From an optimization exercise on the open Yosys and OpenROAD flow, aimed at small area, a short achievable clock period and few clock cycles per item; shortcuts taken in it are not production practice. Function was not checked in any run shown here: the RTL went through the layout flow alone. No activity file was given, so power comes from the tool's default toggle rates.

### design/flow/config.mk
export PLATFORM = sky130hd
export DESIGN_NAME = booth_multiplier
export DESIGN_NICKNAME = booth_multiplier
export VERILOG_FILES = /design/flow/design.v
export SDC_FILE = /design/flow/constraint.sdc
export NUM_CORES = 4
export LEC_CHECK = 0
export CAP_MARGIN = 20
export CORE_MARGIN = 2
export CORE_UTILIZATION = 40
export PLACE_DENSITY = 0.75
export SETUP_SLACK_MARGIN = 2.0
export SLEW_MARGIN = 20
export SYNTH_HIERARCHICAL = 1
export SYNTH_MINIMUM_KEEP_SIZE = 0
### design/flow/constraint.sdc
create_clock -name core_clock -period 5.0 [get_ports {clk}]
set_input_delay 1.0000 -clock core_clock [delete_from_list [all_inputs] [get_ports {clk}]]
set_output_delay 1.0000 -clock core_clock [all_outputs]
set_load 0.01 [all_outputs]
### design/flow/design.v
module booth_multiplier(
    input         clk,
    input         reset_n,
    input         op_start,
    input         op_clear,
    input  [31:0] multiplier,
    input  [31:0] multiplicand,
    output        op_done,
    output [63:0] result
);
  reg       busy, done;
  reg       first;                        
  reg [2:0] cnt;
  wire      idle = !busy && !done;
  wire      fin  = cnt[2];                        
  reg  [31:0] m_q;           
  reg  [31:0] lo_q;          
  reg  [32:0] s_q, c_q;      
  reg  [7:0]  rs_q, rc_q;    
  reg         cy_q;          
  reg  [3:0]  one_q, two_q, ng_q;   
  function [11:0] enc;
    input [7:0] b;
    input       bm;
    integer i;
    reg [8:0] x;
    begin
      x = {b, bm};
      for (i = 0; i < 4; i = i + 1) begin
        enc[i]         = x[2*i+1] ^ x[2*i];
        enc[4+i]     = (x[2*i+2] & ~x[2*i+1] & ~x[2*i]) | (~x[2*i+2] & x[2*i+1] & x[2*i]);
        enc[8+i]   = x[2*i+2];
      end
    end
  endfunction
  wire [11:0] enc_next = busy ? enc(lo_q[15:8], lo_q[7]) : enc(multiplier[7:0], 1'b0);
  wire [32:0] mg0 = ({33{one_q[0]}} & {m_q[31], m_q}) | ({33{two_q[0]}} & {m_q, 1'b0});
  wire [32:0] pp0 = mg0 ^ {33{ng_q[0]}};
  wire [32:0] e0 = {~pp0[32], pp0[31:0]};
  wire [32:0] mg1 = ({33{one_q[1]}} & {m_q[31], m_q}) | ({33{two_q[1]}} & {m_q, 1'b0});
  wire [32:0] pp1 = mg1 ^ {33{ng_q[1]}};
  wire [32:0] e1 = {~pp1[32], pp1[31:0]};
  wire [32:0] mg2 = ({33{one_q[2]}} & {m_q[31], m_q}) | ({33{two_q[2]}} & {m_q, 1'b0});
  wire [32:0] pp2 = mg2 ^ {33{ng_q[2]}};
  wire [32:0] e2 = {~pp2[32], pp2[31:0]};
  wire [32:0] mg3 = ({33{one_q[3]}} & {m_q[31], m_q}) | ({33{two_q[3]}} & {m_q, 1'b0});
  wire [32:0] pp3 = mg3 ^ {33{ng_q[3]}};
  wire [32:0] e3 = {~pp3[32], pp3[31:0]};
  wire fs1;
  wire fc2;
  wire hs3;
  wire hc4;
  wire hs5;
  wire hc6;
  wire fs7;
  wire fc8;
  wire fs9;
  wire fc10;
  wire hs11;
  wire hc12;
  wire hs13;
  wire hc14;
  wire fs15;
  wire fc16;
  wire fs17;
  wire fc18;
  wire fs19;
  wire fc20;
  wire fs21;
  wire fc22;
  wire hs23;
  wire hc24;
  wire fs25;
  wire fc26;
  wire hs27;
  wire hc28;
  wire fs29;
  wire fc30;
  wire fs31;
  wire fc32;
  wire fs33;
  wire fc34;
  wire fs35;
  wire fc36;
  wire fs37;
  wire fc38;
  wire fs39;
  wire fc40;
  wire fs41;
  wire fc42;
  wire hs43;
  wire hc44;
  wire hs45;
  wire hc46;
  wire fs47;
  wire fc48;
  wire fs49;
  wire fc50;
  wire fs51;
  wire fc52;
  wire fs53;
  wire fc54;
  wire fs55;
  wire fc56;
  wire fs57;
  wire fc58;
  wire fs59;
  wire fc60;
  wire hs61;
  wire hc62;
  wire fs63;
  wire fc64;
  wire hs65;
  wire hc66;
  wire fs67;
  wire fc68;
  wire fs69;
  wire fc70;
  wire fs71;
  wire fc72;
  wire fs73;
  wire fc74;
  wire fs75;
  wire fc76;
  wire fs77;
  wire fc78;
  wire fs79;
  wire fc80;
  wire hs81;
  wire hc82;
  wire fs83;
  wire fc84;
  wire hs85;
  wire hc86;
  wire fs87;
  wire fc88;
  wire fs89;
  wire fc90;
  wire fs91;
  wire fc92;
  wire fs93;
  wire fc94;
  wire fs95;
  wire fc96;
  wire fs97;
  wire fc98;
  wire fs99;
  wire fc100;
  wire hs101;
  wire hc102;
  wire fs103;
  wire fc104;
  wire hs105;
  wire hc106;
  wire fs107;
  wire fc108;
  wire fs109;
  wire fc110;
  wire fs111;
  wire fc112;
  wire fs113;
  wire fc114;
  wire fs115;
  wire fc116;
  wire fs117;
  wire fc118;
  wire fs119;
  wire fc120;
  wire hs121;
  wire hc122;
  wire fs123;
  wire fc124;
  wire hs125;
  wire hc126;
  wire fs127;
  wire fc128;
  wire fs129;
  wire fc130;
  wire fs131;
  wire fc132;
  wire fs133;
  wire fc134;
  wire fs135;
  wire fc136;
  wire fs137;
  wire fc138;
  wire fs139;
  wire fc140;
  wire hs141;
  wire hc142;
  wire fs143;
  wire fc144;
  wire hs145;
  wire hc146;
  wire fs147;
  wire fc148;
  wire fs149;
  wire fc150;
  wire fs151;
  wire fc152;
  wire fs153;
  wire fc154;
  wire fs155;
  wire fc156;
  wire fs157;
  wire fc158;
  wire fs159;
  wire fc160;
  wire hs161;
  wire hc162;
  wire fs163;
  wire fc164;
  wire hs165;
  wire hc166;
  wire fs167;
  wire fc168;
  wire fs169;
  wire fc170;
  wire fs171;
  wire fc172;
  wire fs173;
  wire fc174;
  wire fs175;
  wire fc176;
  wire fs177;
  wire fc178;
  wire fs179;
  wire fc180;
  wire hs181;
  wire hc182;
  wire fs183;
  wire fc184;
  wire hs185;
  wire hc186;
  wire fs187;
  wire fc188;
  wire fs189;
  wire fc190;
  wire fs191;
  wire fc192;
  wire fs193;
  wire fc194;
  wire fs195;
  wire fc196;
  wire fs197;
  wire fc198;
  wire fs199;
  wire fc200;
  wire hs201;
  wire hc202;
  wire fs203;
  wire fc204;
  wire hs205;
  wire hc206;
  wire fs207;
  wire fc208;
  wire fs209;
  wire fc210;
  wire fs211;
  wire fc212;
  wire fs213;
  wire fc214;
  wire fs215;
  wire fc216;
  wire fs217;
  wire fc218;
  wire fs219;
  wire fc220;
  wire hs221;
  wire hc222;
  wire fs223;
  wire fc224;
  wire hs225;
  wire hc226;
  wire fs227;
  wire fc228;
  wire fs229;
  wire fc230;
  wire fs231;
  wire fc232;
  wire fs233;
  wire fc234;
  wire fs235;
  wire fc236;
  wire fs237;
  wire fc238;
  wire fs239;
  wire fc240;
  wire hs241;
  wire hc242;
  wire fs243;
  wire fc244;
  wire hs245;
  wire hc246;
  wire fs247;
  wire fc248;
  wire fs249;
  wire fc250;
  wire fs251;
  wire fc252;
  wire fs253;
  wire fc254;
  wire fs255;
  wire fc256;
  wire fs257;
  wire fc258;
  wire fs259;
  wire fc260;
  wire hs261;
  wire hc262;
  wire fs263;
  wire fc264;
  wire hs265;
  wire hc266;
  wire fs267;
  wire fc268;
  wire fs269;
  wire fc270;
  wire fs271;
  wire fc272;
  wire fs273;
  wire fc274;
  wire fs275;
  wire fc276;
  wire fs277;
  wire fc278;
  wire fs279;
  wire fc280;
  wire hs281;
  wire hc282;
  wire fs283;
  wire fc284;
  wire hs285;
  wire hc286;
  wire fs287;
  wire fc288;
  wire fs289;
  wire fc290;
  wire fs291;
  wire fc292;
  wire fs293;
  wire fc294;
  wire fs295;
  wire fc296;
  wire fs297;
  wire fc298;
  wire fs299;
  wire fc300;
  wire fs301;
  wire fc302;
  wire fs303;
  wire fc304;
  wire fs305;
  wire fc306;
  wire fs307;
  wire fc308;
  wire fs309;
  wire fc310;
  wire fs311;
  wire fc312;
  wire fs313;
  wire fc314;
  wire hs315;
  wire hc316;
  wire hs317;
  wire hc318;
  wire hs319;
  wire hc320;
  wire hs321;
  wire hc322;
  wire fs323;
  wire fc324;
  wire fs325;
  wire fc326;
  wire hs327;
  wire hc328;
  wire hs329;
  wire hc330;
  wire kx33 = ~e1[31];
  wire kx35 = ~e2[31];
  wire kx37 = ~e3[31];
  mul_fa u_fs1 (.a(c_q[0]), .b(ng_q[0]), .ci(s_q[0]), .s(fs1), .co(fc2));
  mul_ha u_hs3 (.a(c_q[1]), .b(s_q[1]), .s(hs3), .c(hc4));
  mul_ha u_hs5 (.a(hs3), .b(fc2), .s(hs5), .c(hc6));
  mul_fa u_fs7 (.a(c_q[2]), .b(ng_q[1]), .ci(s_q[2]), .s(fs7), .co(fc8));
  mul_fa u_fs9 (.a(hc4), .b(fs7), .ci(e0[2]), .s(fs9), .co(fc10));
  mul_ha u_hs11 (.a(e1[0]), .b(hc6), .s(hs11), .c(hc12));
  mul_ha u_hs13 (.a(c_q[3]), .b(s_q[3]), .s(hs13), .c(hc14));
  mul_fa u_fs15 (.a(hs13), .b(fc8), .ci(e0[3]), .s(fs15), .co(fc16));
  mul_fa u_fs17 (.a(e1[1]), .b(hc12), .ci(fc10), .s(fs17), .co(fc18));
  mul_fa u_fs19 (.a(c_q[4]), .b(ng_q[2]), .ci(s_q[4]), .s(fs19), .co(fc20));
  mul_fa u_fs21 (.a(hc14), .b(fs19), .ci(e0[4]), .s(fs21), .co(fc22));
  mul_ha u_hs23 (.a(e1[2]), .b(e2[0]), .s(hs23), .c(hc24));
  mul_fa u_fs25 (.a(hs23), .b(fc16), .ci(fs21), .s(fs25), .co(fc26));
  mul_ha u_hs27 (.a(c_q[5]), .b(s_q[5]), .s(hs27), .c(hc28));
  mul_fa u_fs29 (.a(hs27), .b(fc20), .ci(e0[5]), .s(fs29), .co(fc30));
  mul_fa u_fs31 (.a(e1[3]), .b(e2[1]), .ci(hc24), .s(fs31), .co(fc32));
  mul_fa u_fs33 (.a(fc22), .b(fs29), .ci(fs31), .s(fs33), .co(fc34));
  mul_fa u_fs35 (.a(c_q[6]), .b(ng_q[3]), .ci(s_q[6]), .s(fs35), .co(fc36));
  mul_fa u_fs37 (.a(hc28), .b(fs35), .ci(e0[6]), .s(fs37), .co(fc38));
  mul_fa u_fs39 (.a(e1[4]), .b(e2[2]), .ci(e3[0]), .s(fs39), .co(fc40));
  mul_fa u_fs41 (.a(fc30), .b(fs37), .ci(fs39), .s(fs41), .co(fc42));
  mul_ha u_hs43 (.a(fc32), .b(fs41), .s(hs43), .c(hc44));
  mul_ha u_hs45 (.a(c_q[7]), .b(s_q[7]), .s(hs45), .c(hc46));
  mul_fa u_fs47 (.a(hs45), .b(fc36), .ci(e0[7]), .s(fs47), .co(fc48));
  mul_fa u_fs49 (.a(e1[5]), .b(e2[3]), .ci(e3[1]), .s(fs49), .co(fc50));
  mul_fa u_fs51 (.a(fc38), .b(fc40), .ci(fs47), .s(fs51), .co(fc52));
  mul_fa u_fs53 (.a(fs49), .b(fc42), .ci(fs51), .s(fs53), .co(fc54));
  mul_fa u_fs55 (.a(c_q[8]), .b(s_q[8]), .ci(hc46), .s(fs55), .co(fc56));
  mul_fa u_fs57 (.a(e0[8]), .b(e1[6]), .ci(e2[4]), .s(fs57), .co(fc58));
  mul_fa u_fs59 (.a(e3[2]), .b(fs55), .ci(fc48), .s(fs59), .co(fc60));
  mul_ha u_hs61 (.a(fc50), .b(fs57), .s(hs61), .c(hc62));
  mul_fa u_fs63 (.a(hs61), .b(fs59), .ci(fc52), .s(fs63), .co(fc64));
  mul_ha u_hs65 (.a(c_q[9]), .b(s_q[9]), .s(hs65), .c(hc66));
  mul_fa u_fs67 (.a(hs65), .b(e0[9]), .ci(e1[7]), .s(fs67), .co(fc68));
  mul_fa u_fs69 (.a(e2[5]), .b(e3[3]), .ci(fc56), .s(fs69), .co(fc70));
  mul_fa u_fs71 (.a(fc58), .b(fs67), .ci(fs69), .s(fs71), .co(fc72));
  mul_fa u_fs73 (.a(hc62), .b(fc60), .ci(fs71), .s(fs73), .co(fc74));
  mul_fa u_fs75 (.a(c_q[10]), .b(s_q[10]), .ci(hc66), .s(fs75), .co(fc76));
  mul_fa u_fs77 (.a(e0[10]), .b(e1[8]), .ci(e2[6]), .s(fs77), .co(fc78));
  mul_fa u_fs79 (.a(e3[4]), .b(fs75), .ci(fc68), .s(fs79), .co(fc80));
  mul_ha u_hs81 (.a(fs77), .b(fc70), .s(hs81), .c(hc82));
  mul_fa u_fs83 (.a(hs81), .b(fs79), .ci(fc72), .s(fs83), .co(fc84));
  mul_ha u_hs85 (.a(c_q[11]), .b(s_q[11]), .s(hs85), .c(hc86));
  mul_fa u_fs87 (.a(hs85), .b(e0[11]), .ci(e1[9]), .s(fs87), .co(fc88));
  mul_fa u_fs89 (.a(e2[7]), .b(e3[5]), .ci(fc76), .s(fs89), .co(fc90));
  mul_fa u_fs91 (.a(fc78), .b(fs87), .ci(fs89), .s(fs91), .co(fc92));
  mul_fa u_fs93 (.a(hc82), .b(fc80), .ci(fs91), .s(fs93), .co(fc94));
  mul_fa u_fs95 (.a(c_q[12]), .b(s_q[12]), .ci(hc86), .s(fs95), .co(fc96));
  mul_fa u_fs97 (.a(e0[12]), .b(e1[10]), .ci(e2[8]), .s(fs97), .co(fc98));
  mul_fa u_fs99 (.a(e3[6]), .b(fs95), .ci(fc88), .s(fs99), .co(fc100));
  mul_ha u_hs101 (.a(fs97), .b(fc90), .s(hs101), .c(hc102));
  mul_fa u_fs103 (.a(hs101), .b(fs99), .ci(fc92), .s(fs103), .co(fc104));
  mul_ha u_hs105 (.a(c_q[13]), .b(s_q[13]), .s(hs105), .c(hc106));
  mul_fa u_fs107 (.a(hs105), .b(e0[13]), .ci(e1[11]), .s(fs107), .co(fc108));
  mul_fa u_fs109 (.a(e2[9]), .b(e3[7]), .ci(fc96), .s(fs109), .co(fc110));
  mul_fa u_fs111 (.a(fc98), .b(fs107), .ci(fs109), .s(fs111), .co(fc112));
  mul_fa u_fs113 (.a(hc102), .b(fc100), .ci(fs111), .s(fs113), .co(fc114));
  mul_fa u_fs115 (.a(c_q[14]), .b(s_q[14]), .ci(hc106), .s(fs115), .co(fc116));
  mul_fa u_fs117 (.a(e0[14]), .b(e1[12]), .ci(e2[10]), .s(fs117), .co(fc118));
  mul_fa u_fs119 (.a(e3[8]), .b(fs115), .ci(fc108), .s(fs119), .co(fc120));
  mul_ha u_hs121 (.a(fs117), .b(fc110), .s(hs121), .c(hc122));
  mul_fa u_fs123 (.a(hs121), .b(fs119), .ci(fc112), .s(fs123), .co(fc124));
  mul_ha u_hs125 (.a(c_q[15]), .b(s_q[15]), .s(hs125), .c(hc126));
  mul_fa u_fs127 (.a(hs125), .b(e0[15]), .ci(e1[13]), .s(fs127), .co(fc128));
  mul_fa u_fs129 (.a(e2[11]), .b(e3[9]), .ci(fc116), .s(fs129), .co(fc130));
  mul_fa u_fs131 (.a(fc118), .b(fs127), .ci(fs129), .s(fs131), .co(fc132));
  mul_fa u_fs133 (.a(hc122), .b(fc120), .ci(fs131), .s(fs133), .co(fc134));
  mul_fa u_fs135 (.a(c_q[16]), .b(s_q[16]), .ci(hc126), .s(fs135), .co(fc136));
  mul_fa u_fs137 (.a(e0[16]), .b(e1[14]), .ci(e2[12]), .s(fs137), .co(fc138));
  mul_fa u_fs139 (.a(e3[10]), .b(fs135), .ci(fc128), .s(fs139), .co(fc140));
  mul_ha u_hs141 (.a(fs137), .b(fc130), .s(hs141), .c(hc142));
  mul_fa u_fs143 (.a(hs141), .b(fs139), .ci(fc132), .s(fs143), .co(fc144));
  mul_ha u_hs145 (.a(c_q[17]), .b(s_q[17]), .s(hs145), .c(hc146));
  mul_fa u_fs147 (.a(hs145), .b(e0[17]), .ci(e1[15]), .s(fs147), .co(fc148));
  mul_fa u_fs149 (.a(e2[13]), .b(e3[11]), .ci(fc136), .s(fs149), .co(fc150));
  mul_fa u_fs151 (.a(fc138), .b(fs147), .ci(fs149), .s(fs151), .co(fc152));
  mul_fa u_fs153 (.a(hc142), .b(fc140), .ci(fs151), .s(fs153), .co(fc154));
  mul_fa u_fs155 (.a(c_q[18]), .b(s_q[18]), .ci(hc146), .s(fs155), .co(fc156));
  mul_fa u_fs157 (.a(e0[18]), .b(e1[16]), .ci(e2[14]), .s(fs157), .co(fc158));
  mul_fa u_fs159 (.a(e3[12]), .b(fs155), .ci(fc148), .s(fs159), .co(fc160));
  mul_ha u_hs161 (.a(fs157), .b(fc150), .s(hs161), .c(hc162));
  mul_fa u_fs163 (.a(hs161), .b(fs159), .ci(fc152), .s(fs163), .co(fc164));
  mul_ha u_hs165 (.a(c_q[19]), .b(s_q[19]), .s(hs165), .c(hc166));
  mul_fa u_fs167 (.a(hs165), .b(e0[19]), .ci(e1[17]), .s(fs167), .co(fc168));
  mul_fa u_fs169 (.a(e2[15]), .b(e3[13]), .ci(fc156), .s(fs169), .co(fc170));
  mul_fa u_fs171 (.a(fc158), .b(fs167), .ci(fs169), .s(fs171), .co(fc172));
  mul_fa u_fs173 (.a(hc162), .b(fc160), .ci(fs171), .s(fs173), .co(fc174));
  mul_fa u_fs175 (.a(c_q[20]), .b(s_q[20]), .ci(hc166), .s(fs175), .co(fc176));
  mul_fa u_fs177 (.a(e0[20]), .b(e1[18]), .ci(e2[16]), .s(fs177), .co(fc178));
  mul_fa u_fs179 (.a(e3[14]), .b(fs175), .ci(fc168), .s(fs179), .co(fc180));
  mul_ha u_hs181 (.a(fs177), .b(fc170), .s(hs181), .c(hc182));
  mul_fa u_fs183 (.a(hs181), .b(fs179), .ci(fc172), .s(fs183), .co(fc184));
  mul_ha u_hs185 (.a(c_q[21]), .b(s_q[21]), .s(hs185), .c(hc186));
  mul_fa u_fs187 (.a(hs185), .b(e0[21]), .ci(e1[19]), .s(fs187), .co(fc188));
  mul_fa u_fs189 (.a(e2[17]), .b(e3[15]), .ci(fc176), .s(fs189), .co(fc190));
  mul_fa u_fs191 (.a(fc178), .b(fs187), .ci(fs189), .s(fs191), .co(fc192));
  mul_fa u_fs193 (.a(hc182), .b(fc180), .ci(fs191), .s(fs193), .co(fc194));
  mul_fa u_fs195 (.a(c_q[22]), .b(s_q[22]), .ci(hc186), .s(fs195), .co(fc196));
  mul_fa u_fs197 (.a(e0[22]), .b(e1[20]), .ci(e2[18]), .s(fs197), .co(fc198));
  mul_fa u_fs199 (.a(e3[16]), .b(fs195), .ci(fc188), .s(fs199), .co(fc200));
  mul_ha u_hs201 (.a(fs197), .b(fc190), .s(hs201), .c(hc202));
  mul_fa u_fs203 (.a(hs201), .b(fs199), .ci(fc192), .s(fs203), .co(fc204));
  mul_ha u_hs205 (.a(c_q[23]), .b(s_q[23]), .s(hs205), .c(hc206));
  mul_fa u_fs207 (.a(hs205), .b(e0[23]), .ci(e1[21]), .s(fs207), .co(fc208));
  mul_fa u_fs209 (.a(e2[19]), .b(e3[17]), .ci(fc196), .s(fs209), .co(fc210));
  mul_fa u_fs211 (.a(fc198), .b(fs207), .ci(fs209), .s(fs211), .co(fc212));
  mul_fa u_fs213 (.a(hc202), .b(fc200), .ci(fs211), .s(fs213), .co(fc214));
  mul_fa u_fs215 (.a(c_q[24]), .b(s_q[24]), .ci(hc206), .s(fs215), .co(fc216));
  mul_fa u_fs217 (.a(e0[24]), .b(e1[22]), .ci(e2[20]), .s(fs217), .co(fc218));
  mul_fa u_fs219 (.a(e3[18]), .b(fs215), .ci(fc208), .s(fs219), .co(fc220));
  mul_ha u_hs221 (.a(fs217), .b(fc210), .s(hs221), .c(hc222));
  mul_fa u_fs223 (.a(hs221), .b(fs219), .ci(fc212), .s(fs223), .co(fc224));
  mul_ha u_hs225 (.a(c_q[25]), .b(s_q[25]), .s(hs225), .c(hc226));
  mul_fa u_fs227 (.a(hs225), .b(e0[25]), .ci(e1[23]), .s(fs227), .co(fc228));
  mul_fa u_fs229 (.a(e2[21]), .b(e3[19]), .ci(fc216), .s(fs229), .co(fc230));
  mul_fa u_fs231 (.a(fc218), .b(fs227), .ci(fs229), .s(fs231), .co(fc232));
  mul_fa u_fs233 (.a(hc222), .b(fc220), .ci(fs231), .s(fs233), .co(fc234));
  mul_fa u_fs235 (.a(c_q[26]), .b(s_q[26]), .ci(hc226), .s(fs235), .co(fc236));
  mul_fa u_fs237 (.a(e0[26]), .b(e1[24]), .ci(e2[22]), .s(fs237), .co(fc238));
  mul_fa u_fs239 (.a(e3[20]), .b(fs235), .ci(fc228), .s(fs239), .co(fc240));
  mul_ha u_hs241 (.a(fs237), .b(fc230), .s(hs241), .c(hc242));
  mul_fa u_fs243 (.a(hs241), .b(fs239), .ci(fc232), .s(fs243), .co(fc244));
  mul_ha u_hs245 (.a(c_q[27]), .b(s_q[27]), .s(hs245), .c(hc246));
  mul_fa u_fs247 (.a(hs245), .b(e0[27]), .ci(e1[25]), .s(fs247), .co(fc248));
  mul_fa u_fs249 (.a(e2[23]), .b(e3[21]), .ci(fc236), .s(fs249), .co(fc250));
  mul_fa u_fs251 (.a(fc238), .b(fs247), .ci(fs249), .s(fs251), .co(fc252));
  mul_fa u_fs253 (.a(hc242), .b(fc240), .ci(fs251), .s(fs253), .co(fc254));
  mul_fa u_fs255 (.a(c_q[28]), .b(s_q[28]), .ci(hc246), .s(fs255), .co(fc256));
  mul_fa u_fs257 (.a(e0[28]), .b(e1[26]), .ci(e2[24]), .s(fs257), .co(fc258));
  mul_fa u_fs259 (.a(e3[22]), .b(fs255), .ci(fc248), .s(fs259), .co(fc260));
  mul_ha u_hs261 (.a(fs257), .b(fc250), .s(hs261), .c(hc262));
  mul_fa u_fs263 (.a(hs261), .b(fs259), .ci(fc252), .s(fs263), .co(fc264));
  mul_ha u_hs265 (.a(c_q[29]), .b(s_q[29]), .s(hs265), .c(hc266));
  mul_fa u_fs267 (.a(hs265), .b(e0[29]), .ci(e1[27]), .s(fs267), .co(fc268));
  mul_fa u_fs269 (.a(e2[25]), .b(e3[23]), .ci(fc256), .s(fs269), .co(fc270));
  mul_fa u_fs271 (.a(fc258), .b(fs267), .ci(fs269), .s(fs271), .co(fc272));
  mul_fa u_fs273 (.a(hc262), .b(fc260), .ci(fs271), .s(fs273), .co(fc274));
  mul_fa u_fs275 (.a(c_q[30]), .b(s_q[30]), .ci(hc266), .s(fs275), .co(fc276));
  mul_fa u_fs277 (.a(e0[30]), .b(e1[28]), .ci(e2[26]), .s(fs277), .co(fc278));
  mul_fa u_fs279 (.a(e3[24]), .b(fs275), .ci(fc268), .s(fs279), .co(fc280));
  mul_ha u_hs281 (.a(fs277), .b(fc270), .s(hs281), .c(hc282));
  mul_fa u_fs283 (.a(hs281), .b(fs279), .ci(fc272), .s(fs283), .co(fc284));
  mul_ha u_hs285 (.a(c_q[31]), .b(s_q[31]), .s(hs285), .c(hc286));
  mul_fa u_fs287 (.a(hs285), .b(e0[31]), .ci(e1[29]), .s(fs287), .co(fc288));
  mul_fa u_fs289 (.a(e2[27]), .b(e3[25]), .ci(fc276), .s(fs289), .co(fc290));
  mul_fa u_fs291 (.a(fc278), .b(fs287), .ci(fs289), .s(fs291), .co(fc292));
  mul_fa u_fs293 (.a(hc282), .b(fc280), .ci(fs291), .s(fs293), .co(fc294));
  mul_fa u_fs295 (.a(c_q[32]), .b(first), .ci(s_q[32]), .s(fs295), .co(fc296));
  mul_fa u_fs297 (.a(hc286), .b(fs295), .ci(e0[32]), .s(fs297), .co(fc298));
  mul_fa u_fs299 (.a(e1[30]), .b(e2[28]), .ci(e3[26]), .s(fs299), .co(fc300));
  mul_fa u_fs301 (.a(fc288), .b(fs297), .ci(fs299), .s(fs301), .co(fc302));
  mul_fa u_fs303 (.a(fc290), .b(fc292), .ci(fs301), .s(fs303), .co(fc304));
  mul_fa u_fs305 (.a(fc296), .b(e2[29]), .ci(e3[27]), .s(fs305), .co(fc306));
  mul_fa u_fs307 (.a(kx33), .b(fc298), .ci(fc300), .s(fs307), .co(fc308));
  mul_fa u_fs309 (.a(fs305), .b(fs307), .ci(fc302), .s(fs309), .co(fc310));
  mul_fa u_fs311 (.a(e1[31]), .b(e1[32]), .ci(e2[30]), .s(fs311), .co(fc312));
  mul_fa u_fs313 (.a(e3[28]), .b(fc306), .ci(fs311), .s(fs313), .co(fc314));
  mul_ha u_hs315 (.a(fc308), .b(fs313), .s(hs315), .c(hc316));
  mul_ha u_hs317 (.a(e3[29]), .b(kx35), .s(hs317), .c(hc318));
  mul_ha u_hs319 (.a(hs317), .b(fc312), .s(hs319), .c(hc320));
  mul_ha u_hs321 (.a(hs319), .b(fc314), .s(hs321), .c(hc322));
  mul_fa u_fs323 (.a(e2[31]), .b(e2[32]), .ci(e3[30]), .s(fs323), .co(fc324));
  mul_fa u_fs325 (.a(hc318), .b(fs323), .ci(hc320), .s(fs325), .co(fc326));
  mul_ha u_hs327 (.a(kx37), .b(fc324), .s(hs327), .c(hc328));
  mul_ha u_hs329 (.a(e3[31]), .b(e3[32]), .s(hs329), .c(hc330));
  wire [40:0] sn = {1'b0, 1'b1, hc328, fc326, hc322, hc316, fc310, fc304, fc294, fc284, fc274, fc264, fc254, fc244, fc234, fc224, fc214, fc204, fc194, fc184, fc174, fc164, fc154, fc144, fc134, fc124, fc114, fc104, fc94, fc84, fc74, fc64, fc54, hc44, fc34, fc26, fc18, fs15, fs9, e0[1], e0[0]};
  wire [40:0] cn = {1'b0, hc330, hs329, hs327, fs325, hs321, hs315, fs309, fs303, fs293, fs283, fs273, fs263, fs253, fs243, fs233, fs223, fs213, fs203, fs193, fs183, fs173, fs163, fs153, fs143, fs133, fs123, fs113, fs103, fs93, fs83, fs73, fs63, fs53, hs43, fs33, fs25, fs17, hs11, hs5, fs1};
  wire [39:0] ad_sum;
  wire        ad_cy;                     
  mul_add40 u_ad (.a({s_q[31:0], rs_q}), .b({c_q[31:0], rc_q}), .ci(cy_q), .s(ad_sum), .ct(ad_cy));
  assign op_done = done;
  assign result  = {s_q[31:0], lo_q};
  always @(posedge clk or negedge reset_n) begin
    if (!reset_n) begin
      busy <= 1'b0;
      done <= 1'b0;
    end else if (op_clear) begin
      busy <= 1'b0;
      done <= 1'b0;
    end else if (idle) begin
      busy <= op_start;
    end else if (busy && fin) begin
      busy <= 1'b0;
      done <= 1'b1;
    end
  end
  always @(posedge clk) begin
    first <= idle && op_start && !op_clear;
    cnt <= busy ? cnt + 3'd1 : 3'd0;
    if (!busy)
      m_q <= multiplicand;
    if (idle)
      lo_q <= multiplier;
    else if (busy)
      lo_q <= {ad_sum[7:0], lo_q[31:8]};
    if (idle)
      s_q  <= 0;
    else if (busy)
      s_q  <= fin ? {1'b0, ad_sum[39:8]} : sn[40:8];
    c_q  <= busy ? cn[40:8] : 33'd0;
    rs_q <= busy ? sn[7:0] : 8'd0;
    rc_q <= busy ? cn[7:0] : 8'd0;
    cy_q <= busy & ad_cy;
    {ng_q, two_q, one_q} <= enc_next;
  end
endmodule
module mul_fa(input a, input b, input ci, output s, output co);
  assign s  = a ^ b ^ ci;
  assign co = (a & b) | (ci & (a ^ b));
endmodule
module mul_ha(input a, input b, output s, output c);
  assign s = a ^ b;
  assign c = a & b;
endmodule
module mul_add40(input [39:0] a, input [39:0] b, input ci, output [39:0] s, output ct);
  wire [39:0] p = a ^ b;
  wire [39:0] g0 = a & b;
  wire [39:0] g = {g0[39:1], g0[0] | (p[0] & ci)};
  wire gg1 = g[1] | (p[1] & g[0]);
  wire pq2 = p[1] & p[0];
  wire gg3 = g[3] | (p[3] & g[2]);
  wire pq4 = p[3] & p[2];
  wire gg5 = g[5] | (p[5] & g[4]);
  wire pq6 = p[5] & p[4];
  wire gg7 = g[7] | (p[7] & g[6]);
  wire pq8 = p[7] & p[6];
  wire gg9 = g[9] | (p[9] & g[8]);
  wire pq10 = p[9] & p[8];
  wire gg11 = g[11] | (p[11] & g[10]);
  wire pq12 = p[11] & p[10];
  wire gg13 = g[13] | (p[13] & g[12]);
  wire pq14 = p[13] & p[12];
  wire gg15 = g[15] | (p[15] & g[14]);
  wire pq16 = p[15] & p[14];
  wire gg17 = g[17] | (p[17] & g[16]);
  wire pq18 = p[17] & p[16];
  wire gg19 = g[19] | (p[19] & g[18]);
  wire pq20 = p[19] & p[18];
  wire gg21 = g[21] | (p[21] & g[20]);
  wire pq22 = p[21] & p[20];
  wire gg23 = g[23] | (p[23] & g[22]);
  wire pq24 = p[23] & p[22];
  wire gg25 = g[25] | (p[25] & g[24]);
  wire pq26 = p[25] & p[24];
  wire gg27 = g[27] | (p[27] & g[26]);
  wire pq28 = p[27] & p[26];
  wire gg29 = g[29] | (p[29] & g[28]);
  wire pq30 = p[29] & p[28];
  wire gg31 = g[31] | (p[31] & g[30]);
  wire pq32 = p[31] & p[30];
  wire gg33 = g[33] | (p[33] & g[32]);
  wire pq34 = p[33] & p[32];
  wire gg35 = g[35] | (p[35] & g[34]);
  wire pq36 = p[35] & p[34];
  wire gg37 = g[37] | (p[37] & g[36]);
  wire pq38 = p[37] & p[36];
  wire gg39 = g[39] | (p[39] & g[38]);
  wire pq40 = p[39] & p[38];
  wire gg41 = g[2] | (p[2] & gg1);
  wire pq42 = p[2] & pq2;
  wire gg43 = gg3 | (pq4 & gg1);
  wire pq44 = pq4 & pq2;
  wire gg45 = g[6] | (p[6] & gg5);
  wire pq46 = p[6] & pq6;
  wire gg47 = gg7 | (pq8 & gg5);
  wire pq48 = pq8 & pq6;
  wire gg49 = g[10] | (p[10] & gg9);
  wire pq50 = p[10] & pq10;
  wire gg51 = gg11 | (pq12 & gg9);
  wire pq52 = pq12 & pq10;
  wire gg53 = g[14] | (p[14] & gg13);
  wire pq54 = p[14] & pq14;
  wire gg55 = gg15 | (pq16 & gg13);
  wire pq56 = pq16 & pq14;
  wire gg57 = g[18] | (p[18] & gg17);
  wire pq58 = p[18] & pq18;
  wire gg59 = gg19 | (pq20 & gg17);
  wire pq60 = pq20 & pq18;
  wire gg61 = g[22] | (p[22] & gg21);
  wire pq62 = p[22] & pq22;
  wire gg63 = gg23 | (pq24 & gg21);
  wire pq64 = pq24 & pq22;
  wire gg65 = g[26] | (p[26] & gg25);
  wire pq66 = p[26] & pq26;
  wire gg67 = gg27 | (pq28 & gg25);
  wire pq68 = pq28 & pq26;
  wire gg69 = g[30] | (p[30] & gg29);
  wire pq70 = p[30] & pq30;
  wire gg71 = gg31 | (pq32 & gg29);
  wire pq72 = pq32 & pq30;
  wire gg73 = g[34] | (p[34] & gg33);
  wire pq74 = p[34] & pq34;
  wire gg75 = gg35 | (pq36 & gg33);
  wire pq76 = pq36 & pq34;
  wire gg77 = g[38] | (p[38] & gg37);
  wire pq78 = p[38] & pq38;
  wire gg79 = gg39 | (pq40 & gg37);
  wire pq80 = pq40 & pq38;
  wire gg81 = g[4] | (p[4] & gg43);
  wire pq82 = p[4] & pq44;
  wire gg83 = gg5 | (pq6 & gg43);
  wire pq84 = pq6 & pq44;
  wire gg85 = gg45 | (pq46 & gg43);
  wire pq86 = pq46 & pq44;
  wire gg87 = gg47 | (pq48 & gg43);
  wire pq88 = pq48 & pq44;
  wire gg89 = g[12] | (p[12] & gg51);
  wire pq90 = p[12] & pq52;
  wire gg91 = gg13 | (pq14 & gg51);
  wire pq92 = pq14 & pq52;
  wire gg93 = gg53 | (pq54 & gg51);
  wire pq94 = pq54 & pq52;
  wire gg95 = gg55 | (pq56 & gg51);
  wire pq96 = pq56 & pq52;
  wire gg97 = g[20] | (p[20] & gg59);
  wire pq98 = p[20] & pq60;
  wire gg99 = gg21 | (pq22 & gg59);
  wire pq100 = pq22 & pq60;
  wire gg101 = gg61 | (pq62 & gg59);
  wire pq102 = pq62 & pq60;
  wire gg103 = gg63 | (pq64 & gg59);
  wire pq104 = pq64 & pq60;
  wire gg105 = g[28] | (p[28] & gg67);
  wire pq106 = p[28] & pq68;
  wire gg107 = gg29 | (pq30 & gg67);
  wire pq108 = pq30 & pq68;
  wire gg109 = gg69 | (pq70 & gg67);
  wire pq110 = pq70 & pq68;
  wire gg111 = gg71 | (pq72 & gg67);
  wire pq112 = pq72 & pq68;
  wire gg113 = g[36] | (p[36] & gg75);
  wire pq114 = p[36] & pq76;
  wire gg115 = gg37 | (pq38 & gg75);
  wire pq116 = pq38 & pq76;
  wire gg117 = gg77 | (pq78 & gg75);
  wire pq118 = pq78 & pq76;
  wire gg119 = gg79 | (pq80 & gg75);
  wire pq120 = pq80 & pq76;
  wire gg121 = g[8] | (p[8] & gg87);
  wire pq122 = p[8] & pq88;
  wire gg123 = gg9 | (pq10 & gg87);
  wire pq124 = pq10 & pq88;
  wire gg125 = gg49 | (pq50 & gg87);
  wire pq126 = pq50 & pq88;
  wire gg127 = gg51 | (pq52 & gg87);
  wire pq128 = pq52 & pq88;
  wire gg129 = gg89 | (pq90 & gg87);
  wire pq130 = pq90 & pq88;
  wire gg131 = gg91 | (pq92 & gg87);
  wire pq132 = pq92 & pq88;
  wire gg133 = gg93 | (pq94 & gg87);
  wire pq134 = pq94 & pq88;
  wire gg135 = gg95 | (pq96 & gg87);
  wire pq136 = pq96 & pq88;
  wire gg137 = g[24] | (p[24] & gg103);
  wire pq138 = p[24] & pq104;
  wire gg139 = gg25 | (pq26 & gg103);
  wire pq140 = pq26 & pq104;
  wire gg141 = gg65 | (pq66 & gg103);
  wire pq142 = pq66 & pq104;
  wire gg143 = gg67 | (pq68 & gg103);
  wire pq144 = pq68 & pq104;
  wire gg145 = gg105 | (pq106 & gg103);
  wire pq146 = pq106 & pq104;
  wire gg147 = gg107 | (pq108 & gg103);
  wire pq148 = pq108 & pq104;
  wire gg149 = gg109 | (pq110 & gg103);
  wire pq150 = pq110 & pq104;
  wire gg151 = gg111 | (pq112 & gg103);
  wire pq152 = pq112 & pq104;
  wire gg153 = g[16] | (p[16] & gg135);
  wire pq154 = p[16] & pq136;
  wire gg155 = gg17 | (pq18 & gg135);
  wire pq156 = pq18 & pq136;
  wire gg157 = gg57 | (pq58 & gg135);
  wire pq158 = pq58 & pq136;
  wire gg159 = gg59 | (pq60 & gg135);
  wire pq160 = pq60 & pq136;
  wire gg161 = gg97 | (pq98 & gg135);
  wire pq162 = pq98 & pq136;
  wire gg163 = gg99 | (pq100 & gg135);
  wire pq164 = pq100 & pq136;
  wire gg165 = gg101 | (pq102 & gg135);
  wire pq166 = pq102 & pq136;
  wire gg167 = gg103 | (pq104 & gg135);
  wire pq168 = pq104 & pq136;
  wire gg169 = gg137 | (pq138 & gg135);
  wire pq170 = pq138 & pq136;
  wire gg171 = gg139 | (pq140 & gg135);
  wire pq172 = pq140 & pq136;
  wire gg173 = gg141 | (pq142 & gg135);
  wire pq174 = pq142 & pq136;
  wire gg175 = gg143 | (pq144 & gg135);
  wire pq176 = pq144 & pq136;
  wire gg177 = gg145 | (pq146 & gg135);
  wire pq178 = pq146 & pq136;
  wire gg179 = gg147 | (pq148 & gg135);
  wire pq180 = pq148 & pq136;
  wire gg181 = gg149 | (pq150 & gg135);
  wire pq182 = pq150 & pq136;
  wire gg183 = gg151 | (pq152 & gg135);
  wire pq184 = pq152 & pq136;
  wire gg185 = g[32] | (p[32] & gg183);
  wire pq186 = p[32] & pq184;
  wire gg187 = gg33 | (pq34 & gg183);
  wire pq188 = pq34 & pq184;
  wire gg189 = gg73 | (pq74 & gg183);
  wire pq190 = pq74 & pq184;
  wire gg191 = gg75 | (pq76 & gg183);
  wire pq192 = pq76 & pq184;
  wire gg193 = gg113 | (pq114 & gg183);
  wire pq194 = pq114 & pq184;
  wire gg195 = gg115 | (pq116 & gg183);
  wire pq196 = pq116 & pq184;
  wire gg197 = gg117 | (pq118 & gg183);
  wire pq198 = pq118 & pq184;
  wire gg199 = gg119 | (pq120 & gg183);
  wire pq200 = pq120 & pq184;
  assign s = p ^ {gg197, gg195, gg193, gg191, gg189, gg187, gg185, gg183, gg181, gg179, gg177, gg175, gg173, gg171, gg169, gg167, gg165, gg163, gg161, gg159, gg157, gg155, gg153, gg135, gg133, gg131, gg129, gg127, gg125, gg123, gg121, gg87, gg85, gg83, gg81, gg43, gg41, gg1, g[0], ci};
  assign ct = gg87;
endmodule
### design/flow/flow/run.sh
#!/bin/bash
# Standard layout, except: plain buf_1 cells as the port buffers, and a clock
# tree of clkbuf_4/clkbuf_8 cells under a clkbuf_16 root, without dummy loads.
export BUFFER_PORTS_ARGS="-buffer_cell sky130_fd_sc_hd__buf_1"
export CTS_ARGS="-sink_clustering_enable -repair_clock_nets -dont_use_dummy_load -root_buf sky130_fd_sc_hd__clkbuf_16 -buf_list \"sky130_fd_sc_hd__clkbuf_4 sky130_fd_sc_hd__clkbuf_8\""
bash standard.sh > standard.log 2>&1
### design/flow/standard.sh
#!/bin/bash
# synth_recipe.tcl (not shown) runs the flow's synth.tcl, then flattens the netlist and writes it again
# the make line also repeats each setting of config.mk as NAME=value (left out here)
make -C /OpenROAD-flow-scripts/flow DESIGN_CONFIG=/design/flow/config.mk WORK_HOME=/design/flow/orfs CLKGATE_MAP_FILE= SYNTH_SCRIPT=/design/flow/synth_recipe.tcl "${@:-finish}"
==> metrics.md, run 1 <==
| Metric | Value |
|---|---|
| Status | finished clean |
| EDFF count, synth | 64 |
| Sink Count | 163 |
| Mapped Avg Cell Area | 11.70 um2 |
| Post-Synthesis Cells | 1,132 |
| DR iter-0 viols | 842 |
| Final ANT Viol Nets | 0 |
| Skew final | 0.03616 ns |
| Syn-to-layout area delta | 8.001% |
| Most common cell after layout, fill and taps aside | xnor2_1 |
| Worst skew pair latency | 0.40 ns |
| Worst path bufs/invs | 3 |
| Vias per cell | 5.494 |
| Most frequent cells in the layout | 144 x xnor2_1, 132 x fa_1, 132 x buf_1 |
| Final setup viols | 0 |
| Post-synth ARST share | 0.01227 |
| Input/output buffers | 132 |
| Critical Path Sink Type | register |
| First-pass GRT wire length | 50,570 um |
| Final HPWL DP | 23,350 um |
| Main synth FF type | dfxtp_1 |
| Synthesized flop and latch total | ~160 |
| Synth area leaders | fa_1 20%, dfxtp_1 15%, edfxtp_1 15% |
| Slew HR | 0.4739 |
| Final net count | 1,489 |
| Power Total | 0.007423 W |
| P_int | 0.004204 W |
| Final Wtd Congestion | 0.8693 |
| Max_cap viols | 0 |
| Cell area power density | between 500 and 600 nW/um2 |
| Post-synthesis sequential area ratio | 0.2955 |
| Router iterations before antenna repair | 5 |
| Post-route insts no fill | 1,651 |
| CP Data Required Time | 5.22 ns |
| Area post-placement | approximately 14,000 um2 |
| Htree depth | 4 |
| Min cycle time layout | 3.000 ns |
| Slew @ Worst Pin | 0.7891 ns |
| Area occupied by multi-input gates | 8665 um2 |
| Dpl cells | 1,620 |
| Die X-Extent | 186.0 um |
| # IOs | 133 |
| CTS max path bufs | 2 |
| Vias | ~9,100 |
| Worst-path clk slew | about 0.090 ns |
| Crit share post-route | 0.6000 |
| Leak | 5.691 nW |
| Area of all placed cells without fillers | roughly 14,000 um2 |
| Hold buffers post-CTS | 0 |
| Register area | 3941 um2 |
| Yosys warns | 7 |
| Worst hold path class | input port to async pin |
| Psw | 0.003219 W |
| Worst-path cell chain | inv_2 > fa_2 > inv_2 > fa_2 > a21o_1 > o21ai_2 > a32o_2 > o41ai_4 > buf_6 > a21oi_4 > o21bai_4 > o21a_1 > o311ai_1 > mux2i_1 > o21ai_0 |
| CP arrival | about 3.2 ns |
| Crit-path slowest cell | fa_2 |
| Clk pwr share | 0.103 |
| Pin count of the biggest net entering global routing | 73 |
| Largest delay share family, worst path | compound AO/OA/AOI/OAI gates |
| CP startpoint kind | register |
| Yosys top cell by area | fa_1 |
| Final slew viol count | 0 |
| Initial core utilization | 0.4071 |
| Routed length per instance | 20.28 um |
| Critical path type | register to register |
| Chip Height | 186.0 um |
| Site Rows | between 60 and 70 |
| Layout cells sized above 1 | 0.1141 |
| DRC viols | 0 |
| Total GRT Usage | 0.1909 |
| Max IR drop VDD | 0.2176 mV |
| Mapped Area | 13,250 um2 |
| Switching Fraction | 0.4337 |
| Core outline area | between 30,000 and 40,000 um2 |
| Yosys cell types | 64 |
| Logic pwr share | 0.623 |
| Fillers | ~3,000 |
| GRT overflow | 0 |
| Setup TNS | 0 ns |
| Peak fanout along the critical path | 5 |
| Share of power burned in registers | 0.275 |
| Yosys top cell area share | 0.2025 |
| CTS tree | done |
| Endpoints failing hold | 0 |
| Final WL | 33,490 um |
| CTS Buf Count | 17 |
| Initial antenna violation count | 0 |
| Fmax | 333.3 MHz |
| Die Area | 34,580 um2 |
| RSZ-0062 raised after global routing | true |
| Diode count | 0 |
| Vias in the first global route | a little over 9,000 |
| CP max stage delay | ~0.38 ns |
| Root buffer cell | clkbuf_16 |
-- stage by stage --
stage	util	setup slack [ns]	hold slack (ns)
finish	0.4397	2.000	0.4003
global route	0.4397	1.843	0.3935
floorplan	-	2.183	0.3896
CTS	0.4324	2.001	0.3874
detailed placement	0.4231	1.558	0.4077
global placement	0.4231	1.569	0.3990
-- synthesized netlist by cell type (2+ instances only) --
library cell    n
a211oi_1        3
a21o_1          9
a21o_2          3
a21oi_1        26
a22oi_1       103
a22oi_2        21
a31oi_1         5
and2_1         51
and3_1          3
and3b_1         3
buf_12          3
buf_2          61
buf_4           5
buf_6          16
clkbuf_1       11
clkbuf_2        4
dfrtp_1         2
dfxtp_1        97
edfxtp_1       64
fa_1          134
ha_1           76
inv_1          23
mux2_2          6
mux2_4         29
mux2i_1        31
nand2_1        25
nand3_1        34
nand3b_1        2
nand4_1         2
nor2_1         17
nor3_1          7
nor3b_1         3
o2111ai_1       2
o211a_1         2
o21ai_0        46
o21ai_2         2
o21bai_1        3
or3b_1          2
xnor2_1       144
xor2_1         28
-- final cells by class --
| type | count | share of cell area |
|---|---|---|
| multi-input cells | 845 | 0.6057 |
| inverters | 24 | 0.006385 |
| clock buffers | 17 | 0.01714 |
| repair buffers | 160 | 0.05659 |
| flip-flops and latches | 163 | 0.2755 |
| well taps | 442 | 0.03866 |
-- power by group through the flow --
stage / sequential, W / clock (W) / combinational, W
floorplan: 0.00193 / 0 / 0.00335
global placement: 0.00208 / 0 / 0.00438
detailed placement: 0.00208 / 0 / 0.00449
CTS: 0.00206 / 0.000776 / 0.00452
global route: 0.00207 / 0.000823 / 0.00525
finish: 0.00204 / 0.000764 / 0.00462
-- sequential cells by signal, summed over array words and instances, names as in the netlist --
signal / count
c_q: 32
lo_q: 32
m_q: 32
s_q: 32
rc_q: 8
rs_q: 8
ng_q: 4
one_q: 4
two_q: 4
cnt: 3
busy: 1
cy_q: 1
done: 1
first: 1
-- per-module statistics from Yosys (local to each module, per instance) --
module            times used  cells  flip-flops and latches  area (um2)
booth_multiplier           1    764                     163        8599
mul_fa                   127      1                       0       20.02
mul_add40                  1    203                       0        1628
mul_ha                    38      1                       0       12.51
-- metal layers --
metal,wire [um],track usage
met5,0,0
met4,860,0.06142
met3,2222,0.02896
met2,16610,0.3245
met1,13800,0.2497
-- timing repair --
item	4_1_cts	5_1_grt
endpoints found under the setup margin	62	30
cloned	0	0
pin swaps	3	15
resized for setup	11	34
setup buffers	3	11
hold endpoints to repair	0	0
-- kinds of logic (layout without fill, tap and decap cells) --
| group | after synthesis | count (layout) | share of synthesized area |
|---|---|---|---|
| xor gates and xnor gates | 172 | 172 | 0.1137 |
| muxes | 66 | 66 | 0.06140 |
| adders and majority gates | 210 | 210 | 0.2743 |
| buffers and inverters | 125 | 201 | 0.05573 |
| DFF | 163 | 163 | 0.2955 |
| and+or+nand+nor | 154 | 154 | 0.06376 |
| other | 1 | 2 | 0.0002831 |
| AOI/OAI and AO/OA | 241 | 241 | 0.1353 |
-- worst paths after layout --
kind / endpoint / slack (ns) / startpoint / cells after the start
worst max-delay path: s_q[22] / 2.00 / rs_q[0] / 15
worst min-delay path: done / 0.40 / reset_n / 1
worst max register to register: s_q[22] / 2.00 / rs_q[0] / 15
worst min register to register: cnt[0] / 0.41 / cnt[0] / 1
max in group asynchronous: busy / 4.46 / reset_n / 1
min in group core_clock: cnt[0] / 0.41 / cnt[0] / 1
==> inputs of run 2 (changes only) <==
--- a/design/flow/config.mk
+++ b/design/flow/config.mk
@@ -10,5 +10,5 @@
 export CORE_UTILIZATION = 40
 export PLACE_DENSITY = 0.75
-export SETUP_SLACK_MARGIN = 2.0
+export SETUP_SLACK_MARGIN = 2.3
 export SLEW_MARGIN = 20
 export SYNTH_HIERARCHICAL = 1
==> run 2 against run 1 <==
Effect of this change:
- sequential share of layout area shrank 2.5 points
- clock skew grew 0.018 ns
- total power grew 9.1%
- register-to-register slack gained 0.05 ns
- first-iteration DRC count grew 27%
- critical path depth shrank 6
- maximum frequency grew 1.8%
- highest routed layer unchanged
==> metrics.md, run 2 <==
| Metric | Value |
|---|---|
| CP Data Required Time | 5.33 ns |
| Fillers | 2,746 |
| EDFF count, synth | 64 |
| Synth area leaders | fa_1 20%, dfxtp_1 15%, edfxtp_1 15% |
| Final ANT Viol Nets | 0 |
| Final setup viols | 0 |
| Syn-to-layout area delta | 19.52% |
| R2r worst-path depth | 9 |
| Vias | roughly 10,000 |
| Commonest cells post-synth | 144 x xnor2_1, 134 x fa_1, 103 x a22oi_1 |
| Total GRT Usage | 0.2032 |
| Critical Path End | c_q[1] |
| Register area | 3961 um2 |
| Skew final | 0.05381 ns |
| Met1 global-route usage | 0.2629 |
| Htree depth | 4 |
| Final Wtd Congestion | 0.8958 |
| Max IR drop VDD | around 0.26 mV |
| Vias in the first global route | 9,737 |
| Routed length per instance | 21.85 um |
| Status | finished clean |
| Area occupied by multi-input gates | ~9200 um2 |
| # IOs | 133 |
| Input/output buffers | ~130 |
| Final slew viol count | 0 |
| Hold buffers post-CTS | 0 |
| Final WS setup | 2.052 ns |
| Yosys top cell by area | fa_1 |
| R2R Path End | c_q[1] |
| Final WL | 38,150 um |
| Dpl cells | 1,626 |
| Post-synth ARST share | 0.01227 |
| Layout cells sized above 1 | 0.2722 |
| CP startpoint kind | register |
| Cell area power density | 511.5 nW/um2 |
| GRT overflow | 0 |
| Area post-placement | 13,810 um2 |
| Initial antenna violation count | 0 |
| DRC viols | 0 |
| Fmax | 339.2 MHz |
| CTS tree | done |
| Setup TNS | 0 ns |
| Die X-Extent | 186.0 um |
| Area of all placed cells without fillers | 15,830 um2 |
| CTS max path bufs | 2 |
| Crit share post-route | 0.5897 |
| Worst-path clk slew | 0.11 ns |
| Root buffer cell | clkbuf_16 |
| M3 GR Usage | 0.03737 |
| CP arrival | 3.27 ns |
| Worst hold path class | input port to async pin |
| Worst reg2reg setup slack | between 2 and 2.5 ns |
| Main synth FF type | dfxtp_1 |
| Peak fanout along the critical path | 8 |
| Pin count of the biggest net entering global routing | 53 |
| Yosys warns | 7 |
| Mapped Avg Cell Area | 11.70 um2 |
| Synthesized flop and latch total | around 160 |
| Chip Height | 186.0 um |
| Core outline area | 32,540 um2 |
| CTS Buf Count | 17 |
| Router iterations before antenna repair | 7 |
| Vias per cell | 5.729 |
| Met2 Use GR | 0.3402 |
| Diode count | 0 |
| Most Frequent Cell on Critical Path | fa_2 |
| CP max stage delay | 0.55 ns |
| Sink Count | between 150 and 200 |
| Min cycle time layout | between 2 and 3 ns |
| First-pass GRT wire length | 53,760 um |
| Final net count | between 1,500 and 2,000 |
| Slew HR | 0.5081 |
| Yosys cell types | 64 |
| Worst skew pair latency | 0.42 ns |
| RSZ-0062 raised after global routing | true |
| Crit-path slowest cell | fa_2 |
| Most numerous cell in the Yosys netlist | xnor2_1 |
| Mapped Area | around 13,000 um2 |
| Initial core utilization | 0.4071 |
| Site Rows | 66 |
| Die Area | ~35,000 um2 |
| Top Usage Layer GRT | met2 |
| Leak | ~6.4 nW |
| Crit path launch | one_q[1] |
| Post-synthesis sequential area ratio | 0.2955 |
| Critical path type | register to register |
| Slew @ Worst Pin | 0.7379 ns |
| Critical Path Sink Type | register |
| DR iter-0 viols | roughly 1,100 |
| Max_cap viols | 0 |
| Post-Synthesis Cells | 1,132 |
| Yosys top cell area share | 0.2025 |
| Final HPWL DP | 23,560 um |
| Most common cell after layout, fill and taps aside | buf_1 |
| Post-route insts no fill | about 1,700 |
| Most frequent cells in the layout | 132 x buf_1, 119 x xnor2_1, 96 x fa_1 |
| Endpoints failing hold | 0 |
| Post-layout util | 0.4865 |
| Worst-path cell chain | buf_6 > clkbuf_16 > buf_6 > a22oi_2 > xnor2_2 > fa_2 > fa_2 > fa_2 > and2_1 |
| Worst r2r src | one_q[1] |
| DP Worst Slack | 1.618 ns |
-- run 2: cell types whose count changed in the layout (fill, tap and decap cells not counted), moves of 10 or more --
cell     delta
buf_4      +74
a22oi_1    -44
a22oi_2    +44
fa_1       -36
fa_2       +36
xnor2_1    -25
xnor2_2    +25
buf_12     +10
-- run 2: area by class of cell --
class	count	share of cell area
Timing Repair Buffer	255	0.1110
Multi-Input combinational cell	845	0.5825
Sequential cell	163	0.2502
Clock buffer	17	0.01549
Tap cell	442	0.03494
Inverter	24	0.005770
-- run 2: worst max-delay path: cells and delay by family (launching register included) --
kind	cells	cell delay, ns
adders and majority gates	3	1.44
buffers and inverters	3	0.44
DFF	1	0.39
AOI/OAI and AO/OA	1	0.26
and+or+nand+nor	1	0.17
xor gates and xnor gates	1	0.15
-- run 2: per-layer routing --
layer | wire (um) | vias to the layer above
met2 | 18820 | 548
li1 | - | 4308
met3 | 3141 | 145
met5 | 0 | -
met1 | 14700 | 5001
met4 | 1494 | 0
-- run 2: timing repair --
item,in CTS,in global routing
setup buffers,36,61
pin swaps,13,108
setup endpoints to repair,69,57
resized for setup,62,134
gates cloned,2,4
-- run 2: worst min path at each step --
| stage | startpoint | end | slack, ns |
|---|---|---|---|
| floorplan | cnt[0] | cnt[0] | 0.39 |
| global placement | cnt[0] | cnt[0] | 0.40 |
| detailed placement | cnt[0] | cnt[0] | 0.41 |
| CTS | reset_n | busy | 0.38 |
| global route | reset_n | busy | 0.39 |
| finish | reset_n | busy | 0.39 |
-- run 2: report_power, final --
group	switching (W)	total, W	internal, W
logic	0.00275	0.00532	0.00257
registers	0.000321	0.00200	0.00168
clock network	0.000454	0.000776	0.000321
-- run 2: Yosys stat by module (local to each module, per instance) --
module            area (um2)  times used
mul_ha                 12.51          38
mul_add40               1628           1
booth_multiplier        8599           1
mul_fa                 20.02         127
-- run 2: cell families after synthesis --
logic type / share of synthesized area
flip-flops: 0.2955
buffers and inverters: 0.05573
AO/OA/AOI/OAI: 0.1353
adder cells (fa/ha/maj): 0.2743
other: 0.0002831
XOR/XNOR: 0.1137
AND/OR/NAND/NOR: 0.06376
multiplexers: 0.06140
-- run 2: stage by stage --
step                      power [W]  hold WS (ns)
after global routing       0.008781        0.3895
after floorplan            0.005279        0.3896
after CTS                  0.007561        0.3782
final                      0.008097        0.3878
after global placement     0.006469        0.3994
after detailed placement   0.006604        0.4091

[afterwards: timing with drivers on the ports]
The results above use ideal ports. As a check the final layouts listed here were re-extracted and re-timed, cells and wires unchanged.
Step 1 (the two cells are an assumption about what drives the block):
set clk [get_ports {clk}]
set_driving_cell -lib_cell sky130_fd_sc_hd__clkbuf_16 $clk
set_driving_cell -lib_cell sky130_fd_sc_hd__buf_2 [delete_from_list [all_inputs] $clk]
Step 2 moves the port delays by t, midway between the first and last clock arrival at a register: inputs arrive t later, outputs are due t later. That takes back most of the time a late clock gives input paths.
Three values: ideal ports, drivers, drivers and shift; two values: the first two.
| run | shift t [ns] | setup WS [ns] | worst setup path after step 2 | clock arrival spread, ns |
|---|---|---|---|---|
| run 1 | 0.428 | 2.000 / 2.000 / 2.000 | register to register | 0.038 / 0.038 |
| run 2 | 0.440 | 2.052 / 2.052 / 2.052 | register to register | 0.054 / 0.053 |
After both steps setup and hold are still met in every run listed.
